Source: an optimization exercise on an open RTL-to-GDS flow (aim: small area, a short achievable clock period and few clock cycles). Production flows keep margins and buffers that such runs may drop. Where RTL was checked, it was by simulation tests only, not by an equivalence proof against the original.

Setup of main:
==> flow/design.v <==
module MFE(clk, reset, ready, busy, iaddr, idata, data_rd, addr, data_wr, wen);
input              clk, reset;
input              ready;
output reg         busy;
output reg  [13:0] iaddr;
input       [ 7:0] idata;
input       [ 7:0] data_rd;
output reg  [13:0] addr;
output reg  [ 7:0] data_wr;
output reg         wen;
function gt8;
    input [7:0] a, b;
    begin
        gt8 = a > b;
    end
endfunction
reg        p_first, p_second, p_third;
reg  [1:0] pcnt;        
reg        zcol;        
reg        znew;        
wire [6:0] rrow = iaddr[13:7];
wire [6:0] rcol = iaddr[6:0];
wire       pix_ok = !((p_third && rrow == 7'd127) || (p_second && rrow == 7'd0));
reg  [7:0] r0;
reg  [7:0] q0, q1, q2;                 
wire       ce0 = gt8(q0, r0) | p_first;
wire       ce1 = gt8(q1, r0) | !p_third;
always @(posedge clk) begin
    r0 <= pix_ok ? idata : 8'd0;
    q0 <= ce0 ? r0 : q0;
    q1 <= ce0 ? q0 : (ce1 ? r0 : q1);
    q2 <= ce1 ? q1 : r0;
end
reg  [23:0] P, Q;
always @(posedge clk) begin
    Q <= P;
    P <= p_first ? {q2, q1, q0} : Q;
end
wire [7:0] ql = Q[ 7: 0];
wire [7:0] qm = Q[15: 8];
wire [7:0] qh = Q[23:16];
wire [7:0] vl = zcol ? 8'd0 : ql;
wire [7:0] vh = zcol ? 8'd0 : qh;
reg  [7:0] L, H, M;
wire gtL = gt8(ql, L) & ~zcol;
wire ltH = gt8(H, qh) | zcol;
wire [7:0] ma = qm, mb = P[15:8], mc = q1;
wire m_ab = gt8(ma, mb) & ~zcol;
wire m_ac = (gt8(ma, mc) | znew) & ~zcol;
wire m_bc = gt8(mb, mc) | znew;
wire [7:0] m_med = m_ab ? (m_bc ? mb : (m_ac ? mc : ma)) : (m_ac ? ma : (m_bc ? mc : mb));
always @(posedge clk) begin
    if (p_first | gtL) L <= vl;
    if (p_first | ltH) H <= vh;
    if (p_first) M <= m_med;
end
wire f_ab = gt8(L, M), f_ac = gt8(L, H), f_bc = gt8(M, H);
wire [7:0] f_med = f_ab ? (f_bc ? M : (f_ac ? H : L)) : (f_ac ? L : (f_bc ? H : M));
always @(posedge clk) begin
    data_wr <= f_med;
end
always @(posedge clk or posedge reset) begin
    if (reset) begin
        busy     <= 1'b0;
        wen      <= 1'b0;
        p_first  <= 1'b0;
        p_second <= 1'b0;
        p_third  <= 1'b1;
        pcnt     <= 2'd0;
    end else begin
        wen <= busy && p_first && pcnt == 2'd3;
        if (!busy) begin
            pcnt <= 2'd0;
            if (ready) begin
                busy     <= 1'b1;
                p_first  <= 1'b1;
                p_third  <= 1'b0;
            end
        end else begin
            p_first  <= p_third;
            p_second <= p_first;
            p_third  <= p_second;
            if (p_first && pcnt != 2'd3) pcnt <= pcnt + 2'd1;
            if (wen && addr == 14'd16383) begin
                busy     <= 1'b0;
                p_first  <= 1'b0;
                p_second <= 1'b0;
                p_third  <= 1'b1;
            end
        end
    end
end
always @(posedge clk) begin
    zcol <= (p_second && rcol == 7'd1) || (p_third && rcol == 7'd2);
    znew <= rcol == 7'd1;
    if (!busy && !ready) iaddr <= 14'd16256;
    else                 iaddr <= iaddr + (p_second ? 14'd16129 : 14'd128);
    addr <= iaddr - 14'd3;
end
endmodule
==> flow/config.mk <==
export PLATFORM = sky130hd
export DESIGN_NAME = MFE
export DESIGN_NICKNAME = MFE
export VERILOG_FILES = /design/flow/design.v
export SDC_FILE = /design/flow/constraint.sdc
export NUM_CORES = 4
export LEC_CHECK = 0
export CAP_MARGIN = 20
export CORE_MARGIN = 2
export CORE_UTILIZATION = 40
export CTS_BUF_LIST = sky130_fd_sc_hd__clkbuf_4 sky130_fd_sc_hd__clkbuf_8
export SETUP_SLACK_MARGIN = 4.5
export SLEW_MARGIN = 20
==> flow/constraint.sdc <==
create_clock -name core_clock -period 7.0 [get_ports {clk}]
set_input_delay 1.4000 -clock core_clock [delete_from_list [all_inputs] [get_ports {clk}]]
set_output_delay 1.4000 -clock core_clock [all_outputs]
set_load 0.01 [all_outputs]
run.sh (not shown) runs the stock make flow with config.mk's settings and CLKGATE_MAP_FILE= SYNTH_SCRIPT=/design/flow/synth_recipe.tcl, a recipe that flattens the netlist after the stock synthesis.
Changes in the feature branch relative to main:
diff --git a/flow/design.v b/flow/design.v
--- a/flow/design.v
+++ b/flow/design.v
@@ -9,10 +9,24 @@
 output reg  [ 7:0] data_wr;
 output reg         wen;
 function gt8;
     input [7:0] a, b;
+    reg [7:0] g1, e1;
+    reg [3:0] g2, e2;
+    reg [1:0] g3, e3;
+    integer i;
     begin
-        gt8 = a > b;
+        g1 = a & ~b;
+        e1 = a | ~b;
+        for (i = 0; i < 4; i = i + 1) begin
+            g2[i] = g1[2*i+1] | (e1[2*i+1] & g1[2*i]);
+            e2[i] = g1[2*i+1] | (e1[2*i+1] & e1[2*i]);
+        end
+        for (i = 0; i < 2; i = i + 1) begin
+            g3[i] = g2[2*i+1] | (e2[2*i+1] & g2[2*i]);
+            e3[i] = g2[2*i+1] | (e2[2*i+1] & e2[2*i]);
+        end
+        gt8 = g3[1] | (e3[1] & g3[0]);
     end
 endfunction
 reg        p_first, p_second, p_third;
 reg  [1:0] pcnt;        
==> comparison <==
Summary of the feature branch over main: number of core rows has decreased, final design area excluding fillers -about 1.6%.
main finished end to end and its layout was clean on timing, DRC and antenna.
The feature branch | stages: all done | timing, DRC, antenna: all pass
The feature branch — number of global-route vias before repair 395 lower, main as reference
Main combinational cell family by area after synthesis: adder cells -> main, compound AO/OA/AOI/OAI gates -> the feature branch
Looking at most common library cell in the layout ignoring fill and taps, the dfxtp_1 result is from the feature branch; the ha_1 one comes from main.
Against main as the reference, the feature branch delivers a lower sum of routed wire length over all layers.
Testbench counts of the feature branch, summed over its fixed seeds: cycles 393,296.
Function not checked in main: the RTL went through the layout flow alone.

---

MFE, a different RTL version from the one above (not shown whole).
For scale: roughly 160 flip-flops, ~57 I/O pins, ~6700 sq um of cells after synthesis.
==> module MFE, before the edit <==
module MFE(clk, reset, ready, busy, iaddr, idata, data_rd, addr, data_wr, wen);
input              clk, reset;
input              ready;
output reg         busy;
output reg  [13:0] iaddr;
input       [ 7:0] idata;
input       [ 7:0] data_rd;
output reg  [13:0] addr;
output reg  [ 7:0] data_wr;
output reg         wen;
function gt8;
    input [7:0] a, b;
    reg [7:0] g1, e1;
    reg [3:0] g2, e2;
    reg [1:0] g3, e3;
    integer i;
    begin
        g1 = a & ~b;
        e1 = a | ~b;
        for (i = 0; i < 4; i = i + 1) begin
            g2[i] = g1[2*i+1] | (e1[2*i+1] & g1[2*i]);
            e2[i] = g1[2*i+1] | (e1[2*i+1] & e1[2*i]);
        end
        for (i = 0; i < 2; i = i + 1) begin
            g3[i] = g2[2*i+1] | (e2[2*i+1] & g2[2*i]);
            e3[i] = g2[2*i+1] | (e2[2*i+1] & e2[2*i]);
        end
        gt8 = g3[1] | (e3[1] & g3[0]);
    end
endfunction
reg        p_first, p_second, p_third;
reg  [1:0] pcnt;        
reg        zcol;        
wire [6:0] rrow = iaddr[13:7];
wire [6:0] rcol = iaddr[6:0];
wire       pix_ok = !((p_third && rrow == 7'd127) || (p_second && rrow == 7'd0));
reg  [7:0] r0;
reg  [7:0] q0, q1, q2;                 
wire       ce0 = gt8(q0, r0) | p_first;
wire       ce1 = gt8(q1, r0) | !p_third;
always @(posedge clk) begin
    r0 <= pix_ok ? idata : 8'd0;
    q0 <= ce0 ? r0 : q0;
    q1 <= ce0 ? q0 : (ce1 ? r0 : q1);
    q2 <= ce1 ? q1 : r0;
end
reg  [23:0] P, Q;
always @(posedge clk) begin
    Q <= P;
    P <= p_first ? {q2, q1, q0} : Q;
end
wire [7:0] ql = Q[ 7: 0];
wire [7:0] qm = Q[15: 8];
wire [7:0] qh = Q[23:16];
wire [7:0] vl = zcol ? 8'd0 : ql;
wire [7:0] vm = zcol ? 8'd0 : qm;
wire [7:0] vh = zcol ? 8'd0 : qh;
reg  [7:0] L, H, mn, mx;
wire gtL = gt8(ql, L) & ~zcol;
wire ltH = gt8(H, qh) | zcol;
wire gtm = gt8(qm, mn) & ~zcol;
wire ltx = gt8(mx, qm) | zcol;
always @(posedge clk) begin
    if (p_first | gtL) L <= vl;
    if (p_first | ltH) H <= vh;
    if (p_first) begin
        mn <= vm;
        mx <= vm;
    end else if (p_second) begin
        if (!gtm) mn <= vm;
        if (!ltx) mx <= vm;
    end else begin
        if (gtm) mn <= ltx ? vm : mx;
    end
end
wire f_ab = gt8(L, mn), f_ac = gt8(L, H), f_bc = gt8(mn, H);
wire [7:0] f_med = f_ab ? (f_bc ? mn : (f_ac ? H : L)) : (f_ac ? L : (f_bc ? H : mn));
always @(posedge clk) begin
    if (p_first) data_wr <= f_med;
end
reg        act, wr;
always @(posedge clk or posedge reset) begin
    if (reset) begin
        busy     <= 1'b0;
        act      <= 1'b0;
        wen      <= 1'b0;
        wr       <= 1'b0;
        p_first  <= 1'b0;
        p_second <= 1'b0;
        p_third  <= 1'b1;
        pcnt     <= 2'd0;
    end else begin
        wen <= act && p_first && pcnt == 2'd3;
        wr  <= act && p_first && pcnt == 2'd3;
        if (!act) begin
            pcnt <= 2'd0;
            if (ready) begin
                busy     <= 1'b1;
                act      <= 1'b1;
                p_first  <= 1'b1;
                p_third  <= 1'b0;
            end
        end else begin
            p_first  <= p_third;
            p_second <= p_first;
            p_third  <= p_second;
            if (p_first && pcnt != 2'd3) pcnt <= pcnt + 2'd1;
            if (wr && addr == 14'd16383) begin
                busy     <= 1'b0;
                act      <= 1'b0;
                p_first  <= 1'b0;
                p_second <= 1'b0;
                p_third  <= 1'b1;
            end
        end
    end
end
always @(posedge clk) begin
    zcol <= (p_second && rcol == 7'd1) || (p_third && rcol == 7'd2);
    if (!act) begin
        iaddr <= ready ? 14'd16256 + 14'd128 : 14'd16256;
    end else begin
        iaddr <= iaddr + (p_second ? 14'd16129 : 14'd128);
    end
    addr <= iaddr - 14'd3;
end
endmodule
==> flow/config.mk <==
export PLATFORM = sky130hd
export DESIGN_NAME = MFE
export DESIGN_NICKNAME = MFE
export VERILOG_FILES = /design/flow/design.v
export SDC_FILE = /design/flow/constraint.sdc
export NUM_CORES = 4
export LEC_CHECK = 0
export CAP_MARGIN = 20
export CORE_MARGIN = 2
export CORE_UTILIZATION = 40
export CTS_BUF_LIST = sky130_fd_sc_hd__clkbuf_4 sky130_fd_sc_hd__clkbuf_8
export SETUP_SLACK_MARGIN = 4.5
export SLEW_MARGIN = 20
==> flow/constraint.sdc <==
create_clock -name core_clock -period 7.0 [get_ports {clk}]
set_input_delay 1.4000 -clock core_clock [delete_from_list [all_inputs] [get_ports {clk}]]
set_output_delay 1.4000 -clock core_clock [all_outputs]
set_load 0.01 [all_outputs]
standard.sh (not shown) runs the stock make flow with config.mk's settings and CLKGATE_MAP_FILE= SYNTH_SCRIPT=/design/flow/synth_recipe.tcl, a recipe that flattens the netlist after the stock synthesis.
==> flow/flow/run.sh <==
#!/bin/bash
# The standard layout (the standard.sh, all ORFS steps), with two changes:
#  - the ports get plain buf_2 buffers instead of the default delay-cell choice;
#  - clock tree synthesis uses no dummy loads.
set -euo pipefail
bash standard.sh \
  BUFFER_PORTS_ARGS="-buffer_cell sky130_fd_sc_hd__buf_2" \
  CTS_ARGS="-sink_clustering_enable -repair_clock_nets -dont_use_dummy_load -buf_list {sky130_fd_sc_hd__clkbuf_4 sky130_fd_sc_hd__clkbuf_8}" \
  finish > standard.log 2>&1
Edit:
--- a/flow/design.v
+++ b/flow/design.v
@@ -31,6 +31,7 @@
 reg        p_first, p_second, p_third;
 reg  [1:0] pcnt;        
 reg        zcol;        
+reg        znew;        
 wire [6:0] rrow = iaddr[13:7];
 wire [6:0] rcol = iaddr[6:0];
 wire       pix_ok = !((p_third && rrow == 7'd127) || (p_second && rrow == 7'd0));
@@ -53,50 +54,39 @@
 wire [7:0] qm = Q[15: 8];
 wire [7:0] qh = Q[23:16];
 wire [7:0] vl = zcol ? 8'd0 : ql;
-wire [7:0] vm = zcol ? 8'd0 : qm;
 wire [7:0] vh = zcol ? 8'd0 : qh;
-reg  [7:0] L, H, mn, mx;
+reg  [7:0] L, H, M;
 wire gtL = gt8(ql, L) & ~zcol;
 wire ltH = gt8(H, qh) | zcol;
-wire gtm = gt8(qm, mn) & ~zcol;
-wire ltx = gt8(mx, qm) | zcol;
+wire [7:0] ma = qm, mb = P[15:8], mc = q1;
+wire m_ab = gt8(ma, mb) & ~zcol;
+wire m_ac = (gt8(ma, mc) | znew) & ~zcol;
+wire m_bc = gt8(mb, mc) | znew;
+wire [7:0] m_med = m_ab ? (m_bc ? mb : (m_ac ? mc : ma)) : (m_ac ? ma : (m_bc ? mc : mb));
 always @(posedge clk) begin
     if (p_first | gtL) L <= vl;
     if (p_first | ltH) H <= vh;
-    if (p_first) begin
-        mn <= vm;
-        mx <= vm;
-    end else if (p_second) begin
-        if (!gtm) mn <= vm;
-        if (!ltx) mx <= vm;
-    end else begin
-        if (gtm) mn <= ltx ? vm : mx;
-    end
+    if (p_first) M <= m_med;
 end
-wire f_ab = gt8(L, mn), f_ac = gt8(L, H), f_bc = gt8(mn, H);
-wire [7:0] f_med = f_ab ? (f_bc ? mn : (f_ac ? H : L)) : (f_ac ? L : (f_bc ? H : mn));
+wire f_ab = gt8(L, M), f_ac = gt8(L, H), f_bc = gt8(M, H);
+wire [7:0] f_med = f_ab ? (f_bc ? M : (f_ac ? H : L)) : (f_ac ? L : (f_bc ? H : M));
 always @(posedge clk) begin
-    if (p_first) data_wr <= f_med;
+    data_wr <= f_med;
 end
-reg        act, wr;
 always @(posedge clk or posedge reset) begin
     if (reset) begin
         busy     <= 1'b0;
-        act      <= 1'b0;
         wen      <= 1'b0;
-        wr       <= 1'b0;
         p_first  <= 1'b0;
         p_second <= 1'b0;
         p_third  <= 1'b1;
         pcnt     <= 2'd0;
     end else begin
-        wen <= act && p_first && pcnt == 2'd3;
-        wr  <= act && p_first && pcnt == 2'd3;
-        if (!act) begin
+        wen <= busy && p_first && pcnt == 2'd3;
+        if (!busy) begin
             pcnt <= 2'd0;
             if (ready) begin
                 busy     <= 1'b1;
-                act      <= 1'b1;
                 p_first  <= 1'b1;
                 p_third  <= 1'b0;
             end
@@ -105,9 +95,8 @@
             p_second <= p_first;
             p_third  <= p_second;
             if (p_first && pcnt != 2'd3) pcnt <= pcnt + 2'd1;
-            if (wr && addr == 14'd16383) begin
+            if (wen && addr == 14'd16383) begin
                 busy     <= 1'b0;
-                act      <= 1'b0;
                 p_first  <= 1'b0;
                 p_second <= 1'b0;
                 p_third  <= 1'b1;
@@ -117,11 +106,9 @@
 end
 always @(posedge clk) begin
     zcol <= (p_second && rcol == 7'd1) || (p_third && rcol == 7'd2);
-    if (!act) begin
-        iaddr <= ready ? 14'd16256 + 14'd128 : 14'd16256;
-    end else begin
-        iaddr <= iaddr + (p_second ? 14'd16129 : 14'd128);
-    end
+    znew <= rcol == 7'd1;
+    if (!busy && !ready) iaddr <= 14'd16256;
+    else                 iaddr <= iaddr + (p_second ? 14'd16129 : 14'd128);
     addr <= iaddr - 14'd3;
 end
 endmodule
=> Utilization goes up by 2.3 points; die area fell slightly; count of clock-buffer cells in the layout does not change; via count increases by roughly a tenth; hold slack stays flat; wire length rises by a few percent; clock skew hardly moves; register-to-register slack gets worse by 0.68 ns; sequential share of layout area goes down by 4.8 points; design area rises slightly; setup slack got worse by 0.68 ns; synthesized area is lower slightly; non-clock buffer count increases by 18.
Testbench counts after the change, summed over its fixed seeds: cycles 393,296.
Only the layout flow was run in the first run of this note; the RTL was not checked for function there.

---

the previous run:
Another version of the RTL of MFE (not shown whole).
Size in the first run: about 780 cells after synthesis, roughly 150 flip-flops, roughly 6700 µm² of cells after synthesis.
==> module MFE, before the edit <==
module MFE(clk, reset, ready, busy, iaddr, idata, data_rd, addr, data_wr, wen);
input              clk, reset;
input              ready;
output reg         busy;
output reg  [13:0] iaddr;
input       [ 7:0] idata;
input       [ 7:0] data_rd;
output reg  [13:0] addr;
output reg  [ 7:0] data_wr;
output reg         wen;
function gt8;
    input [7:0] a, b;
    reg [7:0] g1, e1;
    reg [3:0] g2, e2;
    reg [1:0] g3, e3;
    integer i;
    begin
        g1 = a & ~b;
        e1 = a | ~b;
        for (i = 0; i < 4; i = i + 1) begin
            g2[i] = g1[2*i+1] | (e1[2*i+1] & g1[2*i]);
            e2[i] = g1[2*i+1] | (e1[2*i+1] & e1[2*i]);
        end
        for (i = 0; i < 2; i = i + 1) begin
            g3[i] = g2[2*i+1] | (e2[2*i+1] & g2[2*i]);
            e3[i] = g2[2*i+1] | (e2[2*i+1] & e2[2*i]);
        end
        gt8 = g3[1] | (e3[1] & g3[0]);
    end
endfunction
reg        p_first, p_second, p_third;
reg  [1:0] pcnt;        
reg        zcol;        
reg        znew;        
wire [6:0] rrow = iaddr[13:7];
wire [6:0] rcol = iaddr[6:0];
wire       pix_ok = !((p_third && rrow == 7'd127) || (p_second && rrow == 7'd0));
reg  [7:0] r0;
reg  [7:0] q0, q1, q2;                 
wire       ce0 = gt8(q0, r0) | p_first;
wire       ce1 = gt8(q1, r0) | !p_third;
always @(posedge clk) begin
    r0 <= pix_ok ? idata : 8'd0;
    q0 <= ce0 ? r0 : q0;
    q1 <= ce0 ? q0 : (ce1 ? r0 : q1);
    q2 <= ce1 ? q1 : r0;
end
reg  [23:0] P, Q;
always @(posedge clk) begin
    Q <= P;
    P <= p_first ? {q2, q1, q0} : Q;
end
wire [7:0] ql = Q[ 7: 0];
wire [7:0] qm = Q[15: 8];
wire [7:0] qh = Q[23:16];
wire [7:0] vl = zcol ? 8'd0 : ql;
wire [7:0] vh = zcol ? 8'd0 : qh;
reg  [7:0] L, H, M;
wire gtL = gt8(ql, L) & ~zcol;
wire ltH = gt8(H, qh) | zcol;
wire [7:0] ma = qm, mb = P[15:8], mc = q1;
wire m_ab = gt8(ma, mb) & ~zcol;
wire m_ac = (gt8(ma, mc) | znew) & ~zcol;
wire m_bc = gt8(mb, mc) | znew;
wire [7:0] m_med = m_ab ? (m_bc ? mb : (m_ac ? mc : ma)) : (m_ac ? ma : (m_bc ? mc : mb));
always @(posedge clk) begin
    if (p_first | gtL) L <= vl;
    if (p_first | ltH) H <= vh;
    if (p_first) M <= m_med;
end
wire f_ab = gt8(L, M), f_ac = gt8(L, H), f_bc = gt8(M, H);
wire [7:0] f_med = f_ab ? (f_bc ? M : (f_ac ? H : L)) : (f_ac ? L : (f_bc ? H : M));
always @(posedge clk) begin
    data_wr <= f_med;
end
reg        act;
reg        last;        
always @(posedge clk or posedge reset) begin
    if (reset) begin
        busy     <= 1'b0;
        act      <= 1'b0;
        wen      <= 1'b0;
        last     <= 1'b0;
        p_first  <= 1'b0;
        p_second <= 1'b0;
        p_third  <= 1'b1;
        pcnt     <= 2'd0;
    end else begin
        wen <= act && p_first && pcnt == 2'd3;
        last <= act && p_first && pcnt == 2'd3 && iaddr == 14'd2;
        if (!act) begin
            pcnt <= 2'd0;
            if (ready) begin
                busy     <= 1'b1;
                act      <= 1'b1;
                p_first  <= 1'b1;
                p_third  <= 1'b0;
            end
        end else begin
            p_first  <= p_third;
            p_second <= p_first;
            p_third  <= p_second;
            if (p_first && pcnt != 2'd3) pcnt <= pcnt + 2'd1;
            if (last) begin
                busy     <= 1'b0;
                act      <= 1'b0;
                p_first  <= 1'b0;
                p_second <= 1'b0;
                p_third  <= 1'b1;
            end
        end
    end
end
always @(posedge clk) begin
    zcol <= (p_second && rcol == 7'd1) || (p_third && rcol == 7'd2);
    znew <= rcol == 7'd1;
    if (!act && !ready) iaddr <= 14'd16256;
    else                 iaddr <= iaddr + (p_second ? 14'd16129 : 14'd128);
    addr <= iaddr - 14'd3;
end
endmodule
==> flow/config.mk <==
export PLATFORM = sky130hd
export DESIGN_NAME = MFE
export DESIGN_NICKNAME = MFE
export VERILOG_FILES = /design/flow/design.v
export SDC_FILE = /design/flow/constraint.sdc
export NUM_CORES = 4
export LEC_CHECK = 0
export CAP_MARGIN = 20
export CORE_MARGIN = 2
export CORE_UTILIZATION = 40
export CTS_BUF_LIST = sky130_fd_sc_hd__clkbuf_4 sky130_fd_sc_hd__clkbuf_8
export SETUP_SLACK_MARGIN = 4.5
export SLEW_MARGIN = 20
==> flow/constraint.sdc <==
create_clock -name core_clock -period 7.0 [get_ports {clk}]
set_input_delay 1.4000 -clock core_clock [delete_from_list [all_inputs] [get_ports {clk}]]
set_output_delay 1.4000 -clock core_clock [all_outputs]
set_load 0.01 [all_outputs]
==> flow/flow/run.sh <==
#!/bin/bash
# The standard layout (the standard.sh, all ORFS steps), with three changes:
#  - Yosys's ABC maps with flow/abc_speed.script (the classic delay-targeted
#    mapper) in place of ORFS's abc_speed.script; ORFS's scripts are otherwise
#    used unchanged, from a copy in this folder;
#  - the ports get plain buf_2 buffers instead of the default delay-cell choice;
#  - clock tree synthesis uses no dummy loads.
set -euo pipefail
here=$(pwd)
rm -rf "$here/orfs_scripts"
cp -r "$FLOW_HOME/scripts" "$here/orfs_scripts"
cp "$here/flow/abc_speed.script" "$here/orfs_scripts/abc_speed.script"
bash standard.sh \
  SCRIPTS_DIR="$here/orfs_scripts" \
  BUFFER_PORTS_ARGS="-buffer_cell sky130_fd_sc_hd__buf_2" \
  CTS_ARGS="-sink_clustering_enable -repair_clock_nets -dont_use_dummy_load -buf_list {sky130_fd_sc_hd__clkbuf_4 sky130_fd_sc_hd__clkbuf_8}" \
  finish > standard.log 2>&1
==> flow/flow/abc_speed.script <==
strash
dch
map -D 1300
topo
buffer -c
upsize -c -D 1300
dnsize -c -D 1300
The previous run was carried through to the last stage, and its layout satisfied the timing, design-rule and antenna checks.
Testbench counts of the previous run, summed over its fixed seeds: cycles 393,296.
Input-level comparison between the current run and the previous run:
==> flow/design.v <==
module MFE(clk, reset, ready, busy, iaddr, idata, data_rd, addr, data_wr, wen);
input              clk, reset;
input              ready;
output reg         busy;
output reg  [13:0] iaddr;
input       [ 7:0] idata;
input       [ 7:0] data_rd;
output reg  [13:0] addr;
output reg  [ 7:0] data_wr;
output reg         wen;
function gt8;
    input [7:0] a, b;
    reg [7:0] g1, e1;
    reg [3:0] g2, e2;
    reg [1:0] g3, e3;
    integer i;
    begin
        g1 = a & ~b;
        e1 = a | ~b;
        for (i = 0; i < 4; i = i + 1) begin
            g2[i] = g1[2*i+1] | (e1[2*i+1] & g1[2*i]);
            e2[i] = g1[2*i+1] | (e1[2*i+1] & e1[2*i]);
        end
        for (i = 0; i < 2; i = i + 1) begin
            g3[i] = g2[2*i+1] | (e2[2*i+1] & g2[2*i]);
            e3[i] = g2[2*i+1] | (e2[2*i+1] & e2[2*i]);
        end
        gt8 = g3[1] | (e3[1] & g3[0]);
    end
endfunction
reg        p_first, p_second, p_third;
reg  [1:0] pcnt;        
reg        zcol;        
wire [6:0] rrow = iaddr[13:7];
wire [6:0] rcol = iaddr[6:0];
wire       pix_ok = !((p_third && rrow == 7'd127) || (p_second && rrow == 7'd0));
reg  [7:0] r0;
reg  [7:0] q0, q1, q2;                 
wire       ce0 = gt8(q0, r0) | p_first;
wire       ce1 = gt8(q1, r0) | !p_third;
always @(posedge clk) begin
    r0 <= pix_ok ? idata : 8'd0;
    q0 <= ce0 ? r0 : q0;
    q1 <= ce0 ? q0 : (ce1 ? r0 : q1);
    q2 <= ce1 ? q1 : r0;
end
reg  [23:0] P, Q;
always @(posedge clk) begin
    Q <= P;
    P <= p_first ? {q2, q1, q0} : Q;
end
wire [7:0] ql = Q[ 7: 0];
wire [7:0] qm = Q[15: 8];
wire [7:0] qh = Q[23:16];
wire [7:0] vl = zcol ? 8'd0 : ql;
wire [7:0] vm = zcol ? 8'd0 : qm;
wire [7:0] vh = zcol ? 8'd0 : qh;
reg  [7:0] L, H, mn, mx;
wire gtL = gt8(ql, L) & ~zcol;
wire ltH = gt8(H, qh) | zcol;
wire gtm = gt8(qm, mn) & ~zcol;
wire ltx = gt8(mx, qm) | zcol;
always @(posedge clk) begin
    if (p_first | gtL) L <= vl;
    if (p_first | ltH) H <= vh;
    if (p_first) begin
        mn <= vm;
        mx <= vm;
    end else if (p_second) begin
        if (!gtm) mn <= vm;
        if (!ltx) mx <= vm;
    end else begin
        if (gtm) mn <= ltx ? vm : mx;
    end
end
wire f_ab = gt8(L, mn), f_ac = gt8(L, H), f_bc = gt8(mn, H);
wire [7:0] f_med = f_ab ? (f_bc ? mn : (f_ac ? H : L)) : (f_ac ? L : (f_bc ? H : mn));
always @(posedge clk) begin
    if (p_first) data_wr <= f_med;
end
always @(posedge clk or posedge reset) begin
    if (reset) begin
        busy     <= 1'b0;
        wen      <= 1'b0;
        p_first  <= 1'b0;
        p_second <= 1'b0;
        p_third  <= 1'b1;
        pcnt     <= 2'd0;
    end else begin
        wen <= busy && p_first && pcnt == 2'd3;
        if (!busy) begin
            pcnt <= 2'd0;
            if (ready) begin
                busy     <= 1'b1;
                p_first  <= 1'b1;
                p_third  <= 1'b0;
            end
        end else begin
            p_first  <= p_third;
            p_second <= p_first;
            p_third  <= p_second;
            if (p_first && pcnt != 2'd3) pcnt <= pcnt + 2'd1;
            if (wen && addr == 14'd16383) begin
                busy     <= 1'b0;
                p_first  <= 1'b0;
                p_second <= 1'b0;
                p_third  <= 1'b1;
            end
        end
    end
end
always @(posedge clk) begin
    zcol <= (p_second && rcol == 7'd1) || (p_third && rcol == 7'd2);
    if (!busy) begin
        iaddr <= ready ? 14'd16256 + 14'd128 : 14'd16256;
    end else begin
        iaddr <= iaddr + (p_second ? 14'd16129 : 14'd128);
    end
    addr <= iaddr - 14'd3;
end
endmodule
==> summary.txt <==
Summary of the current run over the previous run: instance area after placement stayed essentially flat; synthesized area rose by 21 µm²; share of the synthesized area in compound gates (AO/OA/AOI/OAI) fell by 4.6 points; clock skew fell by 0.011 ns.
Against the previous run, the current run reports a synthesis-to-finish area growth that is higher.
Compared the current run against the previous run; global-route usage within noise.
~same routed wire length in the current run and the previous run
The current run -> the previous run: I/O pin total delta 0, exact match
The current run vs the previous run, proportion of cell area occupied by registers went up by 2.5 points.
Clock period minus worst slack essentially unchanged between the current run and the previous run.
Testbench counts of the current run, summed over its fixed seeds: cycles 393,296.

## static timing again, ports no longer ideal
Ports are ideal in the flow. The routed layouts listed here were re-timed in OpenROAD. Step 1: set_driving_cell puts a clkbuf_16 on clk and a buf_2 on each other input, an assumption about the parent block. Step 2 moves the port delays by t, midway between the first and last clock arrival at a register: inputs arrive t later, outputs are due t later. That takes back most of the time a late clock gives input paths. Slacks: ideal ports / drivers / drivers and shift; pairs: ideal ports / drivers.
run | t (ns) | setup slack, ns | worst setup path after step 2 | latest minus earliest clock arrival (ns) | worst register clock-pin slew, ns
main | 0.475 | 4.542 / 4.502 / 4.452 | input to register | 0.014 / 0.014 | 0.08 / 0.08
the feature branch | 0.487 | 3.680 / 3.680 / 3.680 | register to register | 0.013 / 0.013 | 0.08 / 0.08
the first run of note 2 | 0.462 | 4.353 / 4.353 / 4.353 | register to register | 0.029 / 0.029 | 0.09 / 0.09
the second run of note 2 | 0.464 | 3.673 / 3.673 / 3.673 | register to register | 0.034 / 0.033 | 0.08 / 0.08
the previous run | 0.472 | 4.576 / 4.537 / 4.670 | register to register | 0.031 / 0.032 | 0.09 / 0.09
the current run | 0.471 | 4.575 / 4.537 / 4.672 | register to register | 0.020 / 0.019 | 0.08 / 0.08
After both steps every run listed still meets setup and hold. The setup slack of main, which loses most, moves by -0.040 ns with the drivers and by -0.090 ns with both steps.
